What follows belongs to an exercise in optimizing a design on an open flow for small area and a short achievable clock period; a production flow would make more cautious choices.
RTL that was checked went through simulation tests only; none was proved equivalent to the original.
The RTL of run 1 was laid out without a check of its function.

==> flow/design.v, too long to show whole: its modules and the start of the top module <==
// module image_enhance: 3931 lines
module image_enhance (
    input  logic        clk,
    input  logic        reset,
    input  logic        stall,
    input  logic [80:0] img,
    input  logic [71:0] fil,
    input  logic [8:0]  add_img,
    output logic [29:0] out
);
  // ...
==> flow/run.sh <==
#!/bin/bash
# synth_recipe.tcl (not shown) runs the flow's synth.tcl, then flattens the netlist and writes it again
# the make line also repeats each setting of config.mk as NAME=value (left out here)
make -C /OpenROAD-flow-scripts/flow DESIGN_CONFIG=/design/flow/config.mk WORK_HOME=/design/flow/orfs CLKGATE_MAP_FILE= SYNTH_SCRIPT=/design/flow/synth_recipe.tcl finish
==> flow/config.mk <==
export PLATFORM = sky130hd
export DESIGN_NAME = image_enhance
export DESIGN_NICKNAME = image_enhance
export VERILOG_FILES = /design/flow/design.v
export SDC_FILE = /design/flow/constraint.sdc
export NUM_CORES = 4
export LEC_CHECK = 0
export CAP_MARGIN = 20
export CORE_MARGIN = 2
export CORE_UTILIZATION = 30
export SLEW_MARGIN = 20
==> flow/constraint.sdc <==
create_clock -name core_clock -period 20.0 [get_ports {clk}]
set_input_delay 4.0000 -clock core_clock [delete_from_list [all_inputs] [get_ports {clk}]]
set_output_delay 4.0000 -clock core_clock [all_outputs]
set_load 0.01 [all_outputs]
==> Implementation_results.wiki, run 1 <==
{| class="wikitable"
! Metric !! Value
|-
| Path class of the lowest-slack min-delay path || reg2reg
|-
| Maximum clock skew at final layout || approximately 0.015 ns
|-
| Most flop-heavy register || g_r
|-
| Layout filler cell count || 9126
|-
| Inverter count of the layout excluding clock inverters || 630
|-
| Top post-synthesis cells by area || fa_1 (45%), edfxtp_1 (17%), inv_1 (8.6%)
|-
| Start of the worst register-to-register path || f_r[4]
|-
| Count of multi-input gates || 1679
|-
| Residual DRC || 0
|-
| Biggest Area Class || multi-input gates
|-
| Routed wire length on met3 || 6.520 mm
|-
| End of the worst hold path || xh_r[11]
|-
| Critical path data arrival time || 6.64 ns
|-
| Final worst-path setup slack || 13.80 ns
|-
| Worst-case setup slack after placement || 13.57 ns
|-
| Tapcell Cnt || approximately 1200
|-
| Most frequent cell after synthesis || inv_1
|-
| Pin count of the biggest net entering global routing || 76
|-
| Height of the die || 306.7 um
|-
| Clock buffer count || 38
|-
| Horizontal die dimension || roughly 300 um
|-
| Number of distinct standard cells referenced by the synthesized netlist || 57
|-
| Status || finished clean
|-
| Number of global-route vias before repair || about 20000
|-
| Sequential share of the synthesized area || 0.2290
|-
| Xor/xnor share of the synthesized area || 0.007963
|-
| Period utilization || 0.3100
|-
| Final weighted congestion of routability-driven global placement || 0.9666
|-
| Async SR Flop Fraction || 0
|-
| Number of antenna violations at the first check in global routing || 5
|-
| CP Capture Type || flip-flop
|-
| Detailed-router iteration count before antenna repair || 6
|-
| Seq_cells || 238
|-
| Via total after detailed routing || 18317
|}
==> run 2, diff against run 1 <==
--- a/flow/design.v
+++ b/flow/design.v
@@ -4,27 +4,23 @@
     input  logic        stall,
     input  logic [80:0] img,
     input  logic [71:0] fil,
     input  logic [8:0]  add_img,
     output logic [29:0] out
 );
     logic [80:0] g_r;
     logic [71:0] f_r;
-    logic        v1;
+    logic        v1;      
     always_ff @(posedge clk) begin
         if (!stall) begin
             g_r <= img;
             f_r <= fil;
         end
     end
-    always_ff @(posedge clk) begin
-        if (reset) v1 <= 1'b0;
-        else if (!stall) v1 <= 1'b1;
-    end
     logic pp1;
     logic pp2;
     logic pp3;
     logic pp4;
     logic pp5;
     logic pp6;
     logic pp7;
     logic pp8;
@@ -1953,16 +1949,52 @@
     logic s1931;
     logic c1932;
     logic s1933;
     logic c1934;
     logic s1935;
     logic c1936;
     logic s1937;
     logic c1938;
+    logic s1939;
+    logic c1940;
+    logic s1941;
+    logic c1942;
+    logic s1943;
+    logic c1944;
+    logic s1945;
+    logic c1946;
+    logic s1947;
+    logic c1948;
+    logic s1949;
+    logic c1950;
+    logic s1951;
+    logic c1952;
+    logic s1953;
+    logic c1954;
+    logic s1955;
+    logic c1956;
+    logic s1957;
+    logic c1958;
+    logic s1959;
+    logic c1960;
+    logic s1961;
+    logic c1962;
+    logic s1963;
+    logic c1964;
+    logic s1965;
+    logic c1966;
+    logic s1967;
+    logic c1968;
+    logic s1969;
+    logic c1970;
+    logic s1971;
+    logic c1972;
+    logic s1973;
+    logic c1974;
     assign pp1 = f_r[0] & g_r[0];
     assign pp2 = f_r[0] & g_r[1];
     assign pp3 = f_r[0] & g_r[2];
     assign pp4 = f_r[0] & g_r[3];
     assign pp5 = f_r[0] & g_r[4];
     assign pp6 = f_r[0] & g_r[5];
     assign pp7 = f_r[0] & g_r[6];
     assign pp8 = f_r[0] & g_r[7];
@@ -3815,117 +3847,163 @@
     assign s1855 = c1782 ^ c1784 ^ c1786;
     assign c1856 = (c1782 & c1784) | (c1786 & (c1782 ^ c1784));
     assign s1857 = s1787 ^ s1789 ^ s1791;
     assign c1858 = (s1787 & s1789) | (s1791 & (s1787 ^ s1789));
     assign s1859 = 1'b1 ^ c1692 ^ c1788;
     assign c1860 = (1'b1 & c1692) | (c1788 & (1'b1 ^ c1692));
     assign s1861 = c1790 ^ c1792;
     assign c1862 = c1790 & c1792;
-    assign s1863 = pp577 ^ s1693;
-    assign c1864 = pp577 & s1693;
-    assign s1865 = s1701 ^ c1794 ^ s1795;
-    assign c1866 = (s1701 & c1794) | (s1795 & (s1701 ^ c1794));
-    assign s1867 = c1796 ^ c1798 ^ s1799;
-    assign c1868 = (c1796 & c1798) | (s1799 & (c1796 ^ c1798));
-    assign s1869 = c1800 ^ c1802 ^ s1803;
-    assign c1870 = (c1800 & c1802) | (s1803 & (c1800 ^ c1802));
-    assign s1871 = c1804 ^ c1806 ^ s1807;
-    assign c1872 = (c1804 & c1806) | (s1807 & (c1804 ^ c1806));
-    assign s1873 = c1808 ^ c1810 ^ s1811;
-    assign c1874 = (c1808 & c1810) | (s1811 & (c1808 ^ c1810));
-    assign s1875 = c1812 ^ c1814 ^ s1815;
-    assign c1876 = (c1812 & c1814) | (s1815 & (c1812 ^ c1814));
-    assign s1877 = c1816 ^ c1818 ^ s1819;
-    assign c1878 = (c1816 & c1818) | (s1819 & (c1816 ^ c1818));
-    assign s1879 = c1820 ^ c1822 ^ s1823;
-    assign c1880 = (c1820 & c1822) | (s1823 & (c1820 ^ c1822));
-    assign s1881 = c1824 ^ c1826 ^ s1827;
-    assign c1882 = (c1824 & c1826) | (s1827 & (c1824 ^ c1826));
-    assign s1883 = c1828 ^ c1830 ^ s1831;
-    assign c1884 = (c1828 & c1830) | (s1831 & (c1828 ^ c1830));
-    assign s1885 = c1832 ^ c1834 ^ s1835;
-    assign c1886 = (c1832 & c1834) | (s1835 & (c1832 ^ c1834));
-    assign s1887 = c1836 ^ c1838 ^ s1839;
-    assign c1888 = (c1836 & c1838) | (s1839 & (c1836 ^ c1838));
-    assign s1889 = c1840 ^ c1842 ^ s1843;
-    assign c1890 = (c1840 & c1842) | (s1843 & (c1840 ^ c1842));
-    assign s1891 = c1844 ^ c1846 ^ s1847;
-    assign c1892 = (c1844 & c1846) | (s1847 & (c1844 ^ c1846));
-    assign s1893 = c1848 ^ c1850 ^ s1851;
-    assign c1894 = (c1848 & c1850) | (s1851 & (c1848 ^ c1850));
-    assign s1895 = c1852 ^ c1854 ^ s1855;
-    assign c1896 = (c1852 & c1854) | (s1855 & (c1852 ^ c1854));
-    assign s1897 = c1856 ^ c1858 ^ s1859;
-    assign c1898 = (c1856 & c1858) | (s1859 & (c1856 ^ c1858));
-    assign s1899 = 1'b1 ^ c1860;
-    assign c1900 = 1'b1 & c1860;
-    assign s1901 = s1695 ^ s1793;
-    assign c1902 = s1695 & s1793;
-    assign s1903 = s1797 ^ c1864 ^ s1865;
-    assign c1904 = (s1797 & c1864) | (s1865 & (s1797 ^ c1864));
-    assign s1905 = s1801 ^ c1866 ^ s1867;
-    assign c1906 = (s1801 & c1866) | (s1867 & (s1801 ^ c1866));
-    assign s1907 = s1805 ^ c1868 ^ s1869;
-    assign c1908 = (s1805 & c1868) | (s1869 & (s1805 ^ c1868));
-    assign s1909 = s1809 ^ c1870 ^ s1871;
-    assign c1910 = (s1809 & c1870) | (s1871 & (s1809 ^ c1870));
-    assign s1911 = s1813 ^ c1872 ^ s1873;
-    assign c1912 = (s1813 & c1872) | (s1873 & (s1813 ^ c1872));
-    assign s1913 = s1817 ^ c1874 ^ s1875;
-    assign c1914 = (s1817 & c1874) | (s1875 & (s1817 ^ c1874));
-    assign s1915 = s1821 ^ c1876 ^ s1877;
-    assign c1916 = (s1821 & c1876) | (s1877 & (s1821 ^ c1876));
-    assign s1917 = s1825 ^ c1878 ^ s1879;
-    assign c1918 = (s1825 & c1878) | (s1879 & (s1825 ^ c1878));
-    assign s1919 = s1829 ^ c1880 ^ s1881;
-    assign c1920 = (s1829 & c1880) | (s1881 & (s1829 ^ c1880));
-    assign s1921 = s1833 ^ c1882 ^ s1883;
-    assign c1922 = (s1833 & c1882) | (s1883 & (s1833 ^ c1882));
-    assign s1923 = s1837 ^ c1884 ^ s1885;
-    assign c1924 = (s1837 & c1884) | (s1885 & (s1837 ^ c1884));
-    assign s1925 = s1841 ^ c1886 ^ s1887;
-    assign c1926 = (s1841 & c1886) | (s1887 & (s1841 ^ c1886));
-    assign s1927 = s1845 ^ c1888 ^ s1889;
-    assign c1928 = (s1845 & c1888) | (s1889 & (s1845 ^ c1888));
-    assign s1929 = s1849 ^ c1890 ^ s1891;
-    assign c1930 = (s1849 & c1890) | (s1891 & (s1849 ^ c1890));
-    assign s1931 = s1853 ^ c1892 ^ s1893;
-    assign c1932 = (s1853 & c1892) | (s1893 & (s1853 ^ c1892));
-    assign s1933 = s1857 ^ c1894 ^ s1895;
-    assign c1934 = (s1857 & c1894) | (s1895 & (s1857 ^ c1894));
-    assign s1935 = s1861 ^ c1896 ^ s1897;
-    assign c1936 = (s1861 & c1896) | (s1897 & (s1861 ^ c1896));
-    assign s1937 = c1862 ^ c1898 ^ s1899;
-    assign c1938 = (c1862 & c1898) | (s1899 & (c1862 ^ c1898));
-    logic [39:0] cs_r;
+    logic [74:0] cs_r;
     logic [8:0] a_r;
-    logic [39:0] cs_d;
-    assign cs_d = v1 ? {c1900, s1937, s1935, s1933, s1931, s1929, s1927, s1925, s1923, s1921, s1919, s1917, s1915, s1913, s1911, s1909, s1907, s1905, s1903, s1863, c1938, c1936, c1934, c1932, c1930, c1928, c1926, c1924, c1922, c1920, c1918, c1916, c1914, c1912, c1910, c1908, c1906, c1904, c1902, s1901} : 40'd510;
+    logic       s2;       
+    logic       d2;       
     always_ff @(posedge clk) begin
-        if (reset) begin
-            cs_r <= 40'd510;
-            a_r <= 9'd0;
-        end else if (!stall) begin
-            cs_r <= cs_d;
+        if (!stall) begin
+            cs_r <= {1'b1, c1862, c1860, s1861, s1859, c1858, c1856, s1857, s1855, c1854, c1852, s1853, s1851, c1850, c1848, s1849, s1847, c1846, c1844, s1845, s1843, c1842, c1840, s1841, s1839, c1838, c1836, s1837, s1835, c1834, c1832, s1833, s1831, c1830, c1828, s1829, s1827, c1826, c1824, s1825, s1823, c1822, c1820, s1821, s1819, c1818, c1816, s1817, s1815, c1814, c1812, s1813, s1811, c1810, c1808, s1809, s1807, c1806, c1804, s1805, s1803, c1802, c1800, s1801, s1799, c1798, c1796, s1701, s1797, s1795, c1794, s1695, s1693, pp577, s1793};
             a_r <= add_img;
         end
     end
-    logic [19:0] x;
-    assign x = 20'({cs_r[19], cs_r[18], cs_r[17], cs_r[16], cs_r[15], cs_r[14], cs_r[13], cs_r[12], cs_r[11], cs_r[10], cs_r[9], cs_r[8], cs_r[7], cs_r[6], cs_r[5], cs_r[4], cs_r[3], cs_r[2], cs_r[1], cs_r[0]}) + 20'({cs_r[39], cs_r[38], cs_r[37], cs_r[36], cs_r[35], cs_r[34], cs_r[33], cs_r[32], cs_r[31], cs_r[30], cs_r[29], cs_r[28], cs_r[27], cs_r[26], cs_r[25], cs_r[24], cs_r[23], cs_r[22], cs_r[21], cs_r[20]}) + 20'(a_r);
+    assign s1863 = cs_r[0] ^ cs_r[1];
+    assign c1864 = cs_r[0] & cs_r[1];
+    assign s1865 = cs_r[4] ^ cs_r[5] ^ cs_r[6];
+    assign c1866 = (cs_r[4] & cs_r[5]) | (cs_r[6] & (cs_r[4] ^ cs_r[5]));
+    assign s1867 = cs_r[8] ^ cs_r[9] ^ cs_r[10];
+    assign c1868 = (cs_r[8] & cs_r[9]) | (cs_r[10] & (cs_r[8] ^ cs_r[9]));
+    assign s1869 = cs_r[12] ^ cs_r[13] ^ cs_r[14];
+    assign c1870 = (cs_r[12] & cs_r[13]) | (cs_r[14] & (cs_r[12] ^ cs_r[13]));
+    assign s1871 = cs_r[16] ^ cs_r[17] ^ cs_r[18];
+    assign c1872 = (cs_r[16] & cs_r[17]) | (cs_r[18] & (cs_r[16] ^ cs_r[17]));
+    assign s1873 = cs_r[20] ^ cs_r[21] ^ cs_r[22];
+    assign c1874 = (cs_r[20] & cs_r[21]) | (cs_r[22] & (cs_r[20] ^ cs_r[21]));
+    assign s1875 = cs_r[24] ^ cs_r[25] ^ cs_r[26];
+    assign c1876 = (cs_r[24] & cs_r[25]) | (cs_r[26] & (cs_r[24] ^ cs_r[25]));
+    assign s1877 = cs_r[28] ^ cs_r[29] ^ cs_r[30];
+    assign c1878 = (cs_r[28] & cs_r[29]) | (cs_r[30] & (cs_r[28] ^ cs_r[29]));
+    assign s1879 = cs_r[32] ^ cs_r[33] ^ cs_r[34];
+    assign c1880 = (cs_r[32] & cs_r[33]) | (cs_r[34] & (cs_r[32] ^ cs_r[33]));
+    assign s1881 = cs_r[36] ^ cs_r[37];
+    assign c1882 = cs_r[36] & cs_r[37];
+    assign s1883 = cs_r[40] ^ cs_r[41];
+    assign c1884 = cs_r[40] & cs_r[41];
+    assign s1885 = cs_r[44] ^ cs_r[45];
+    assign c1886 = cs_r[44] & cs_r[45];
+    assign s1887 = cs_r[48] ^ cs_r[49];
+    assign c1888 = cs_r[48] & cs_r[49];
+    assign s1889 = cs_r[52] ^ cs_r[53];
+    assign c1890 = cs_r[52] & cs_r[53];
+    assign s1891 = cs_r[56] ^ cs_r[57];
+    assign c1892 = cs_r[56] & cs_r[57];
+    assign s1893 = cs_r[60] ^ cs_r[61];
+    assign c1894 = cs_r[60] & cs_r[61];
+    assign s1895 = cs_r[64] ^ cs_r[65];
+    assign c1896 = cs_r[64] & cs_r[65];
+    assign s1897 = cs_r[68] ^ cs_r[69];
+    assign c1898 = cs_r[68] & cs_r[69];
+    assign s1899 = cs_r[2] ^ cs_r[3];
+    assign c1900 = cs_r[2] & cs_r[3];
+    assign s1901 = cs_r[7] ^ a_r[1] ^ c1864;
+    assign c1902 = (cs_r[7] & a_r[1]) | (c1864 & (cs_r[7] ^ a_r[1]));
+    assign s1903 = cs_r[11] ^ a_r[2] ^ c1866;
+    assign c1904 = (cs_r[11] & a_r[2]) | (c1866 & (cs_r[11] ^ a_r[2]));
+    assign s1905 = cs_r[15] ^ a_r[3] ^ c1868;
+    assign c1906 = (cs_r[15] & a_r[3]) | (c1868 & (cs_r[15] ^ a_r[3]));
+    assign s1907 = cs_r[19] ^ a_r[4] ^ c1870;
+    assign c1908 = (cs_r[19] & a_r[4]) | (c1870 & (cs_r[19] ^ a_r[4]));
+    assign s1909 = cs_r[23] ^ a_r[5] ^ c1872;
+    assign c1910 = (cs_r[23] & a_r[5]) | (c1872 & (cs_r[23] ^ a_r[5]));
+    assign s1911 = cs_r[27] ^ a_r[6] ^ c1874;
+    assign c1912 = (cs_r[27] & a_r[6]) | (c1874 & (cs_r[27] ^ a_r[6]));
+    assign s1913 = cs_r[31] ^ a_r[7] ^ c1876;
+    assign c1914 = (cs_r[31] & a_r[7]) | (c1876 & (cs_r[31] ^ a_r[7]));
+    assign s1915 = cs_r[35] ^ a_r[8] ^ c1878;
+    assign c1916 = (cs_r[35] & a_r[8]) | (c1878 & (cs_r[35] ^ a_r[8]));
+    assign s1917 = cs_r[38] ^ cs_r[39] ^ c1880;
+    assign c1918 = (cs_r[38] & cs_r[39]) | (c1880 & (cs_r[38] ^ cs_r[39]));
+    assign s1919 = cs_r[42] ^ cs_r[43] ^ c1882;
+    assign c1920 = (cs_r[42] & cs_r[43]) | (c1882 & (cs_r[42] ^ cs_r[43]));
+    assign s1921 = cs_r[46] ^ cs_r[47] ^ c1884;
+    assign c1922 = (cs_r[46] & cs_r[47]) | (c1884 & (cs_r[46] ^ cs_r[47]));
+    assign s1923 = cs_r[50] ^ cs_r[51] ^ c1886;
+    assign c1924 = (cs_r[50] & cs_r[51]) | (c1886 & (cs_r[50] ^ cs_r[51]));
+    assign s1925 = cs_r[54] ^ cs_r[55] ^ c1888;
+    assign c1926 = (cs_r[54] & cs_r[55]) | (c1888 & (cs_r[54] ^ cs_r[55]));
+    assign s1927 = cs_r[58] ^ cs_r[59] ^ c1890;
+    assign c1928 = (cs_r[58] & cs_r[59]) | (c1890 & (cs_r[58] ^ cs_r[59]));
+    assign s1929 = cs_r[62] ^ cs_r[63] ^ c1892;
+    assign c1930 = (cs_r[62] & cs_r[63]) | (c1892 & (cs_r[62] ^ cs_r[63]));
+    assign s1931 = cs_r[66] ^ cs_r[67] ^ c1894;
+    assign c1932 = (cs_r[66] & cs_r[67]) | (c1894 & (cs_r[66] ^ cs_r[67]));
+    assign s1933 = cs_r[70] ^ cs_r[71] ^ c1896;
+    assign c1934 = (cs_r[70] & cs_r[71]) | (c1896 & (cs_r[70] ^ cs_r[71]));
+    assign s1935 = cs_r[72] ^ cs_r[73] ^ cs_r[74];
+    assign c1936 = (cs_r[72] & cs_r[73]) | (cs_r[74] & (cs_r[72] ^ cs_r[73]));
+    assign s1937 = a_r[0] ^ s1863;
+    assign c1938 = a_r[0] & s1863;
+    assign s1939 = s1865 ^ c1900 ^ s1901;
+    assign c1940 = (s1865 & c1900) | (s1901 & (s1865 ^ c1900));
+    assign s1941 = s1867 ^ c1902 ^ s1903;
+    assign c1942 = (s1867 & c1902) | (s1903 & (s1867 ^ c1902));
+    assign s1943 = s1869 ^ c1904 ^ s1905;
+    assign c1944 = (s1869 & c1904) | (s1905 & (s1869 ^ c1904));
+    assign s1945 = s1871 ^ c1906 ^ s1907;
+    assign c1946 = (s1871 & c1906) | (s1907 & (s1871 ^ c1906));
+    assign s1947 = s1873 ^ c1908 ^ s1909;
+    assign c1948 = (s1873 & c1908) | (s1909 & (s1873 ^ c1908));
+    assign s1949 = s1875 ^ c1910 ^ s1911;
+    assign c1950 = (s1875 & c1910) | (s1911 & (s1875 ^ c1910));
+    assign s1951 = s1877 ^ c1912 ^ s1913;
+    assign c1952 = (s1877 & c1912) | (s1913 & (s1877 ^ c1912));
+    assign s1953 = s1879 ^ c1914 ^ s1915;
+    assign c1954 = (s1879 & c1914) | (s1915 & (s1879 ^ c1914));
+    assign s1955 = s1881 ^ c1916 ^ s1917;
+    assign c1956 = (s1881 & c1916) | (s1917 & (s1881 ^ c1916));
+    assign s1957 = s1883 ^ c1918 ^ s1919;
+    assign c1958 = (s1883 & c1918) | (s1919 & (s1883 ^ c1918));
+    assign s1959 = s1885 ^ c1920 ^ s1921;
+    assign c1960 = (s1885 & c1920) | (s1921 & (s1885 ^ c1920));
+    assign s1961 = s1887 ^ c1922 ^ s1923;
+    assign c1962 = (s1887 & c1922) | (s1923 & (s1887 ^ c1922));
+    assign s1963 = s1889 ^ c1924 ^ s1925;
+    assign c1964 = (s1889 & c1924) | (s1925 & (s1889 ^ c1924));
+    assign s1965 = s1891 ^ c1926 ^ s1927;
+    assign c1966 = (s1891 & c1926) | (s1927 & (s1891 ^ c1926));
+    assign s1967 = s1893 ^ c1928 ^ s1929;
+    assign c1968 = (s1893 & c1928) | (s1929 & (s1893 ^ c1928));
+    assign s1969 = s1895 ^ c1930 ^ s1931;
+    assign c1970 = (s1895 & c1930) | (s1931 & (s1895 ^ c1930));
+    assign s1971 = s1897 ^ c1932 ^ s1933;
+    assign c1972 = (s1897 & c1932) | (s1933 & (s1897 ^ c1932));
+    assign s1973 = c1898 ^ c1934 ^ s1935;
+    assign c1974 = (c1898 & c1934) | (s1935 & (c1898 ^ c1934));
+    logic [19:0] x1, x0, x;
+    assign x1 = {c1974, c1972, c1970, c1968, c1966, c1964, c1962, c1960, c1958, c1956, c1954, c1952, c1950, c1948, c1946, c1944, c1942, c1940, c1938, s1937} + {c1936, s1973, s1971, s1969, s1967, s1965, s1963, s1961, s1959, s1957, s1955, s1953, s1951, s1949, s1947, s1945, s1943, s1941, s1939, s1899};
+    assign x0 = 20'd510 + 20'(d2 ? a_r : 9'd0);
+    assign x = (s2 & d2) ? x1 : x0;
     logic [16:0] xh_r;
     logic        xn_r;
+    logic        d3;      
     always_ff @(posedge clk) begin
-        if (reset) begin
-            xh_r <= 17'd0;
-            xn_r <= 1'b0;
-        end else if (!stall) begin
+        if (!stall) begin
             xh_r <= x[19:3];
             xn_r <= x[19] & (|x[2:0]);
         end
     end
     logic signed [16:0] o_r;
     always_ff @(posedge clk) begin
         if (reset) o_r <= 17'd0;
-        else if (!stall) o_r <= xh_r + {16'd0, xn_r};
+        else if (!stall) o_r <= d3 ? xh_r + {16'd0, xn_r} : 17'd0;
     end
     assign out = {{13{o_r[16]}}, o_r};
+    always_ff @(posedge clk) begin
+        if (reset) begin
+            v1 <= 1'b0;
+            s2 <= 1'b0;
+            d2 <= 1'b0;
+            d3 <= 1'b0;
+        end else if (!stall) begin
+            v1 <= 1'b1;
+            s2 <= v1;
+            d2 <= 1'b1;
+            d3 <= 1'b1;
+        end
+    end
 endmodule
==> flow/config.mk (replaced) <==
export PLATFORM = sky130hd
export DESIGN_NAME = image_enhance
export DESIGN_NICKNAME = image_enhance
export VERILOG_FILES = /design/flow/design.v
export SDC_FILE = /design/flow/constraint.sdc
export NUM_CORES = 4
export LEC_CHECK = 0
export CAP_MARGIN = 50
export CORE_MARGIN = 2
export CORE_UTILIZATION = 30
export SLEW_MARGIN = 80
==> run 2 against run 1 <==
  * Die area grew 2.3%
  * Non-clock buffer count increased by 279
  * Global-route usage down 0.12 points
  * Clock skew grew 0.013 ns
  * Hold slack better by 0.026 ns
  * Highest routed layer is now met4
==> Implementation_results.wiki, run 2 <==
{| class="wikitable"
! Metric !! Value
|-
| Status || finished clean (unchanged)
|-
| Max Buffers Root-to-Sink || 3 (unchanged)
|-
| Number of antenna violations at the first check in global routing || 1 (was 5)
|-
| Height of the die || 310.2 um (was 306.7 um)
|-
| Max-slew violation total from the final report || 0 (unchanged)
|-
| Pin count of the biggest net entering global routing || 45 (was 76)
|-
| Final worst-path setup slack || 14.21 ns (was 13.80 ns)
|-
| Final setup violation count || 0 (unchanged)
|-
| Reported max-cap violation count || 0 (unchanged)
|-
| Total number of placement rows || 112 (was 111)
|-
| CTS sink count || 273 (was 238)
|-
| Area growth from synthesis to final layout || 24.53% (was 14.50%)
|-
| Setup slack of the worst register-to-register path || 14.54 ns (was 13.80 ns)
|-
| Worst Path Class, Setup || in2reg (was reg2reg)
|-
| IO Pins || 195 (unchanged)
|-
| End of the worst hold path || o_r[14] (was xh_r[11])
|-
| Final weighted congestion of routability-driven global placement || 0.9054 (was 0.9666)
|-
| Path class of the lowest-slack min-delay path || reg2reg (unchanged)
|-
| WL/cell || 21.04 um (was 22.05 um)
|-
| Inserted Clock Buffers || 34 (was 28)
|-
| Yosys warns || 1 (unchanged)
|-
| Flip-flop count of the largest register after layout || 81 (unchanged)
|-
| Critical path data arrival time || 6.05 ns (was 6.64 ns)
|-
| Post-synth top area share || 0.4412 (was 0.4521)
|-
| End of the worst register-to-register path || cs_r[47] (was cs_r[32])
|-
| Count of input and output buffers || 194 (unchanged)
|-
| Period utilization || 0.2897 (was 0.3100)
|-
| Standard cell core area || 0.09319 sq mm (was 0.09125 sq mm)
|-
| Residual DRC || 0 (unchanged)
|-
| Most common library cell in the layout ignoring fill and taps || fa_1 (was inv_1)
|-
| Most frequent cell after synthesis || fa_1 (was inv_1)
|-
| CP Capture Type || flip-flop (unchanged)
|-
| Die area || 0.09623 sq mm (was 0.09409 sq mm)
|-
| Registers with the most flip-flops || g_r (81), cs_r (74), f_r (72) (was g_r (81), f_r (72), cs_r (40))
|-
| Unrepaired setup endpoints after global routing || no (unchanged)
|-
| Length in cells of the worst reg-to-reg path || 14 (was 17)
|-
| Critical path startpoint category || primary input (was flip-flop)
|-
| Clock transition time at the flip-flop clock pins of the worst setup and hold paths || 0.05 ns (was 0.06 ns)
|-
| Total Negative Setup Slacks || 0 ns (unchanged)
|-
| Worst Hold Launch || o_r[14] (was xh_r[11])
|-
| Maximum clock skew at final layout || 0.02727 ns (was 0.01461 ns)
|-
| Slew Limit Headroom || 0.8004 (was 0.3399)
|-
| Detail-routed via count per cell || 4.517 (was 4.598)
|-
| Buffers inserted during post-CTS setup optimization || 0 (unchanged)
|-
| Global-route wire length before repair || 131.9 mm (was 129.9 mm)
|-
| ANT nets after route || 0 (unchanged)
|-
| Crit path max fanout || 36 (was 9)
|-
| Most frequent cells in the layout || fa_1 (618), inv_1 (493), and2_1 (359) (was inv_1 (629), fa_1 (621), nand2_1 (376))
|-
| Number of distinct standard cells referenced by the synthesized netlist || 48 (was 57)
|-
| Root buf cell || clkbuf_16 (unchanged)
|-
| Worst hold path stage count || 2 (unchanged)
|-
| Post-synthesis cell type with the largest combined area || fa_1 (unchanged)
|-
| Leading register cell type out of synthesis || edfxtp_1 (unchanged)
|-
| Leading cell types by count after synthesis || fa_1 (620), inv_1 (494), and2_1 (360), nand2_1 (325), edfxtp_1 (254) (was inv_1 (629), fa_1 (621), nand2_1 (376), and2_1 (310), edfxtp_1 (153))
|-
| Layout filler cell count || 9012 (was 9126)
|-
| Sum of overflow across all layers after global routing || 0 (unchanged)
|-
| Register bit total from synthesis || 273 (was 238)
|-
| Resized cells post-CTS || 0 (unchanged)
|-
| Sequential share of the synthesized area || 0.2847 (was 0.2290)
|-
| Start of the worst register-to-register path || f_r[5] (was f_r[4])
|-
| Number of standard cells after synthesis || 2402 (was 2630)
|-
| Horizontal die dimension || 310.2 um (was 306.7 um)
|-
| Number of global-route vias before repair || 21107 (was 19553)
|-
| Layout Nets || 3705 (was 3623)
|-
| Most flop-heavy register || g_r (unchanged)
|-
| Clock Latency Late Sink || 0.57 ns (was 0.60 ns)
|-
| Worst-case setup slack after placement || 13.64 ns (was 13.57 ns)
|-
| Count of hold buffers inserted by post-cts repair || 0 (unchanged)
|-
| Drt total wl || 86.97 mm (was 87.85 mm)
|-
| Detailed placement HPWL || 76.53 mm (was 73.68 mm)
|-
| Count of routing violations after the opening detailed-route iteration || 1429 (was 1611)
|-
| Async SR Flop Fraction || 0 (unchanged)
|-
| Slew at the pin closest to its max-slew limit || 0.2993 ns (was 0.9877 ns)
|-
| CP required || 20.26 ns (was 20.44 ns)
|-
| H-Tree Level Count || 2 (was 1)
|-
| Starting density of the core || 0.3019 (was 0.3013)
|-
| Number of enable flip-flop cells after synthesis || 254 (was 153)
|-
| Mean cell area of the mapped netlist || 11.71 sq um (was 10.45 sq um)
|-
| Detailed-router iteration count before antenna repair || 5 (was 6)
|-
| Time the final worst path needs with I/O delays and setup || 5.794 ns (was 6.201 ns)
|-
| TritonCTS clock tree || built (unchanged)
|-
| Top post-synthesis cells by area || fa_1 (44%), edfxtp_1 (27%), and2_1 (8.0%) (was fa_1 (45%), edfxtp_1 (17%), inv_1 (8.6%))
|-
| Total GRT Usage || 0.1891 (was 0.1903)
|-
| Layout cells sized above 1 || 0.1236 (was 0.02252)
|-
| Max frequency || 172.6 MHz (was 161.3 MHz)
|-
| Via total after detailed routing || 18675 (was 18317)
|-
| Synthesized net count || 3251 (was 3477)
|-
| Antenna diodes || 0 (was 1)
|-
| Final hold violation count || 0 (unchanged)
|-
| Combined area of all synthesized cells || 0.02813 sq mm (was 0.02750 sq mm)
|}
run 2: metal layers:
layer	wire [um]	vias to the layer above	track usage
met5	0	-	0
met4	4159	0	0.07999
met3	5744	166	0.02806
met2	43320	759	0.3264
met1	33740	9632	0.2365
li1	-	8118	-
run 2: final cells by class:
cell class	instances	area, sq um	area share
clock inverter	16	181.4	0.005179
sequential	273	8019	0.2289
inverter	494	1871	0.05340
multi-input combinational	1575	18110	0.5171
tap	1254	1569	0.04479
clock buffer	44	888.4	0.02536
timing repair buffer	478	4387	0.1252
run 2: how the worst max path moves through the flow:
| stage | from | to | slack (ns) | depth (start not counted) |
|---|---|---|---|---|
| floorplan | stall | o_r[0] | 10.29 | 4 |
| global placement | stall | g_r[35] | 12.46 | 5 |
| detailed placement | stall | g_r[35] | 13.64 | 8 |
| CTS | stall | f_r[21] | 14.22 | 8 |
| global route | stall | g_r[7] | 14.11 | 8 |
| finish | stall | g_r[35] | 14.21 | 8 |
run 2: metrics by stage:
| stage | util | std cells | hold slack (ns) | area, sq um |
|---|---|---|---|---|
| 6_report | 0.3759 | 4134 | 0.4692 | 35030 |
| 3_3_place_gp | 0.3369 | 3793 | 0.4598 | 31390 |
| 5_1_grt | 0.3759 | 4134 | 0.4927 | 35030 |
| 4_1_cts | 0.3753 | 4132 | 0.4727 | 34980 |
| 2_1_floorplan | - | 2402 | 0.4858 | 28130 |
| 3_5_place_dp | 0.3638 | 4072 | 0.4594 | 33910 |
run 2: cell families after synthesis:
group,count (synthesis),share of synthesized area
compound gates,83,0.01930
xor+xnor,29,0.009030
fa+ha+maj,684,0.4697
buf+inv,554,0.07579
flops,273,0.2847
mux,7,0.002535
simple gates,772,0.1390
run 2: critical path: stages:
cell and delay (ns):
clkdlybuf4s50_1 0.44, buf_6 0.20, inv_16 0.16, buf_12 0.25, buf_8 0.24, buf_8 0.23
buf_12 0.21, buf_12 0.21
==> run 3, diff against run 2 <==
--- a/flow/config.mk
+++ b/flow/config.mk
@@ -5,7 +5,7 @@
 export SDC_FILE = /design/flow/constraint.sdc
 export NUM_CORES = 4
 export LEC_CHECK = 0
-export CAP_MARGIN = 50
+export CAP_MARGIN = 20
 export CORE_MARGIN = 2
 export CORE_UTILIZATION = 30
-export SLEW_MARGIN = 80
+export SLEW_MARGIN = 20
==> run 3 against run 2 <==
  * Still clean on timing, DRC and antenna
  * Final area shrank 7.3%
  * First-iteration DRC count down 18%
  * Maximum frequency fell by 17%
  * Non-clock buffer count is 281 lower
  * Clock skew down 0.015 ns
==> Implementation_results.wiki, run 3 <==
{| class="wikitable"
! Metric !! Value
|-
| Async SR Flop Fraction || 0 (unchanged)
|-
| Detailed placement HPWL || 71.79 mm (was 76.53 mm)
|-
| Hold WS || 0.4620 ns (was 0.4692 ns)
|-
| Number of standard cells after synthesis || 2402 (unchanged)
|-
| Period utilization || 0.3497 (was 0.2897)
|-
| Inserted Clock Buffers || 35 (was 34)
|-
| Most flop-heavy register || g_r (unchanged)
|-
| Maximum clock skew at final layout || 0.01238 ns (was 0.02727 ns)
|-
| Buffers inserted during post-CTS setup optimization || 0 (unchanged)
|-
| Count of input and output buffers || 194 (unchanged)
|-
| WL/cell || 22.10 um (was 21.04 um)
|-
| Placed Area || 0.03139 sq mm (was 0.03391 sq mm)
|-
| H-Tree Level Count || 2 (unchanged)
|-
| Post-synthesis cell type with the largest combined area || fa_1 (unchanged)
|-
| IO Pins || 195 (unchanged)
|-
| Status || finished clean (unchanged)
|-
| Most common cell type on the critical path || buf_4 (was buf_12)
|-
| Unrepaired setup endpoints after global routing || no (unchanged)
|-
| Max-slew violation total from the final report || 0 (unchanged)
|-
| Final weighted congestion of routability-driven global placement || 0.9054 (unchanged)
|-
| Number of antenna violations at the first check in global routing || 4 (was 1)
|-
| Die area || 0.09623 sq mm (unchanged)
|-
| Area growth from synthesis to final layout || 15.50% (was 24.53%)
|-
| Library cell contributing the largest single delay on the critical path || buf_4 (was clkdlybuf4s50_1)
|-
| Total Negative Setup Slacks || 0 ns (unchanged)
|-
| Count of routing violations after the opening detailed-route iteration || 1176 (was 1429)
|-
| Crit path max fanout || 113 (was 36)
|-
| Sum of overflow across all layers after global routing || 0 (unchanged)
|-
| Yosys warns || 1 (unchanged)
|-
| Final core utilization || 0.3486 (was 0.3759)
|-
| Clock transition time at the flip-flop clock pins of the worst setup and hold paths || 0.05 ns (about the same)
|-
| Sequential share of the synthesized area || 0.2847 (unchanged)
|-
| Worst Path Class, Setup || in2reg (unchanged)
|-
| Slew Limit Headroom || 0.3111 (was 0.8004)
|-
| ANT nets after route || 0 (unchanged)
|-
| Clock Latency Late Sink || 0.56 ns (was 0.57 ns)
|-
| Leading cell types by count after synthesis || fa_1 (620), inv_1 (494), and2_1 (360), nand2_1 (325), edfxtp_1 (254) (unchanged)
|-
| Standard cell core area || 0.09319 sq mm (unchanged)
|-
| Path class of the lowest-slack min-delay path || reg2reg (unchanged)
|-
| Count of hold buffers inserted by post-cts repair || 0 (unchanged)
|-
| CP Capture Type || flip-flop (unchanged)
|-
| Residual DRC || 0 (unchanged)
|-
| Height of the die || 310.2 um (unchanged)
|-
| CP required || 20.18 ns (was 20.26 ns)
|-
| Detailed-router iteration count before antenna repair || 5 (unchanged)
|-
| Time the final worst path needs with I/O delays and setup || 6.993 ns (was 5.794 ns)
|-
| Slew at the pin closest to its max-slew limit || 1.033 ns (was 0.2993 ns)
|-
| Final setup violation count || 0 (unchanged)
|-
| Series of cell instances along the critical path || clkdlybuf4s50_1, buf_4, inv_8, buf_4, buf_4 (was clkdlybuf4s50_1, buf_6, inv_16, buf_12, buf_8, buf_8, buf_12, buf_12)
|-
| Top post-synthesis cells by area || fa_1 (44%), edfxtp_1 (27%), and2_1 (8.0%) (unchanged)
|-
| Biggest cell delay along the critical path || 0.90 ns (was 0.44 ns)
|-
| Flip-flop count of the largest register after layout || 81 (unchanged)
|-
| Antenna diodes || 0 (unchanged)
|-
| Layout Nets || 3425 (was 3705)
|-
| Via total after detailed routing || 17578 (was 18675)
|-
| Starting density of the core || 0.3019 (unchanged)
|-
| Combined area of all synthesized cells || 0.02813 sq mm (unchanged)
|-
| Critical path data arrival time || 7.17 ns (was 6.05 ns)
|-
| Horizontal die dimension || 310.2 um (unchanged)
|-
| TritonCTS clock tree || built (unchanged)
|-
| Resized cells post-CTS || 0 (unchanged)
|-
| Mean cell area of the mapped netlist || 11.71 sq um (unchanged)
|-
| CTS sink count || 273 (unchanged)
|-
| Register bit total from synthesis || 273 (unchanged)
|-
| Final hold violation count || 0 (unchanged)
|-
| Global-route wire length before repair || 126.5 mm (was 131.9 mm)
|-
| Max frequency || 143.0 MHz (was 172.6 MHz)
|-
| Root buf cell || clkbuf_16 (unchanged)
|-
| Total GRT Usage || 0.1841 (was 0.1891)
|-
| Number of global-route vias before repair || 19640 (was 21107)
|-
| Number of enable flip-flop cells after synthesis || 254 (unchanged)
|-
| Detail-routed via count per cell || 4.561 (was 4.517)
|-
| Max Buffers Root-to-Sink || 3 (unchanged)
|-
| Most frequent cells in the layout || fa_1 (620), inv_1 (493), and2_1 (360) (was fa_1 (618), inv_1 (493), and2_1 (359))
|-
| Most common library cell in the layout ignoring fill and taps || fa_1 (unchanged)
|-
| Drt total wl || 85.19 mm (was 86.97 mm)
|-
| Pin count of the biggest net entering global routing || 114 (was 45)
|-
| Registers with the most flip-flops || g_r (81), cs_r (74), f_r (72) (unchanged)
|-
| Critical path startpoint category || primary input (unchanged)
|-
| Total number of placement rows || 112 (unchanged)
|-
| Post-synth top area share || 0.4412 (unchanged)
|-
| Leading register cell type out of synthesis || edfxtp_1 (unchanged)
|-
| Reported max-cap violation count || 0 (unchanged)
|-
| Post-route cell area || 0.03249 sq mm (was 0.03503 sq mm)
|-
| Synthesized net count || 3251 (unchanged)
|-
| Layout cells sized above 1 || 0.02385 (was 0.1236)
|-
| Most frequent cell after synthesis || fa_1 (unchanged)
|-
| Number of distinct standard cells referenced by the synthesized netlist || 48 (unchanged)
|}
-- run 3: cell types whose count changed in the layout (fill, tap and decap cells not counted), sizes merged --
cell	before	now
inv	497	498
buf	118	3
clkbuf	46	40
clkdlybuf4s18	118	0
clkinv	11	13
clkinvlp	0	2
clkdlybuf4s15	46	0
-- run 3: cell type report --
| cell class | count | area, sq um |
|---|---|---|
| Timing Repair Buffer | 197 | 1964 |
| Inverter | 494 | 1862 |
| Clock inverter | 21 | 201.4 |
| Clock buffer | 40 | 894.6 |
| Fill cell | 9234 | 60700 |
| Sequential cell | 273 | 8008 |
| Multi-Input combinational cell | 1575 | 17990 |
| Tap cell | 1254 | 1569 |
-- run 3: path summary, 6_finish.rpt --
check	startpoint	endpoint	slack [ns]	depth (start not counted)
max	stall	g_r[32]	13.01	5
min	o_r[15]	o_r[15]	0.46	2
max reg2reg	g_r[26]	cs_r[47]	14.74	12
min reg2reg	o_r[15]	o_r[15]	0.46	2
-- run 3: per-stage QoR --
step                instances  setup slack (ns)
floorplan                2402             10.29
global placement         3793             12.46
detailed placement       3793             12.43
CTS                      3854             13.03
global route             3854             12.79
finish                   3854             13.01
-- run 3: layer usage --
layer  share of wire  routed length, um  global-route usage
met1            0.38              32400              0.2258
met2            0.50              42440              0.3167
met3           0.075               6359             0.03610
met4           0.047               3972             0.07673
met5         0.00015                 13                   0
-- run 3: cells by family (layout without fill, tap and decap cells) --
logic type,Yosys count,after routing,share of synthesized area
AOI/OAI and AO/OA,83,83,0.01930
xor gates and xnor gates,29,29,0.009030
adders and majority gates,684,684,0.4697
buffers and inverters,554,752,0.07579
DFF,273,273,0.2847
muxes,7,7,0.002535
and+or+nand+nor,772,772,0.1390
-- run 3: critical path, delay by kind of cell --
kind,cells,cell delay (ns)
buf+inv,5,2.85

==> afterwards: timing with drivers on the ports <==
Ports are ideal in the flow. The routed layouts listed here were re-timed in OpenROAD.
Step 1: set_driving_cell puts a clkbuf_16 on clk and a buf_2 on each other input, an assumption about the parent block.
Step 2, shift: input delay + t, output delay - t, t = (earliest + latest rising clock arrival at the registers) / 2. This alone moves slack from input paths to output paths.
a / b / c = ideal / step 1 / step 2; a / b = the first two.
| run | t (ns) | setup WS [ns] | latest minus earliest clock arrival (ns) | worst slew at a driven data input, ns |
|---|---|---|---|---|
| run 1 | 0.655 | 13.799 / 13.799 / 13.511 | 0.015 / 0.015 | 0.07 |
| run 2 | 0.623 | 14.207 / 14.241 / 13.619 | 0.027 / 0.027 | 0.07 |
| run 3 | 0.615 | 13.007 / 13.039 / 12.425 | 0.012 / 0.013 | 0.06 |
After both steps setup and hold are still met in every run listed. For run 2, which loses most, drivers alone change the setup slack by +0.034 ns; drivers and shift together by -0.588 ns.
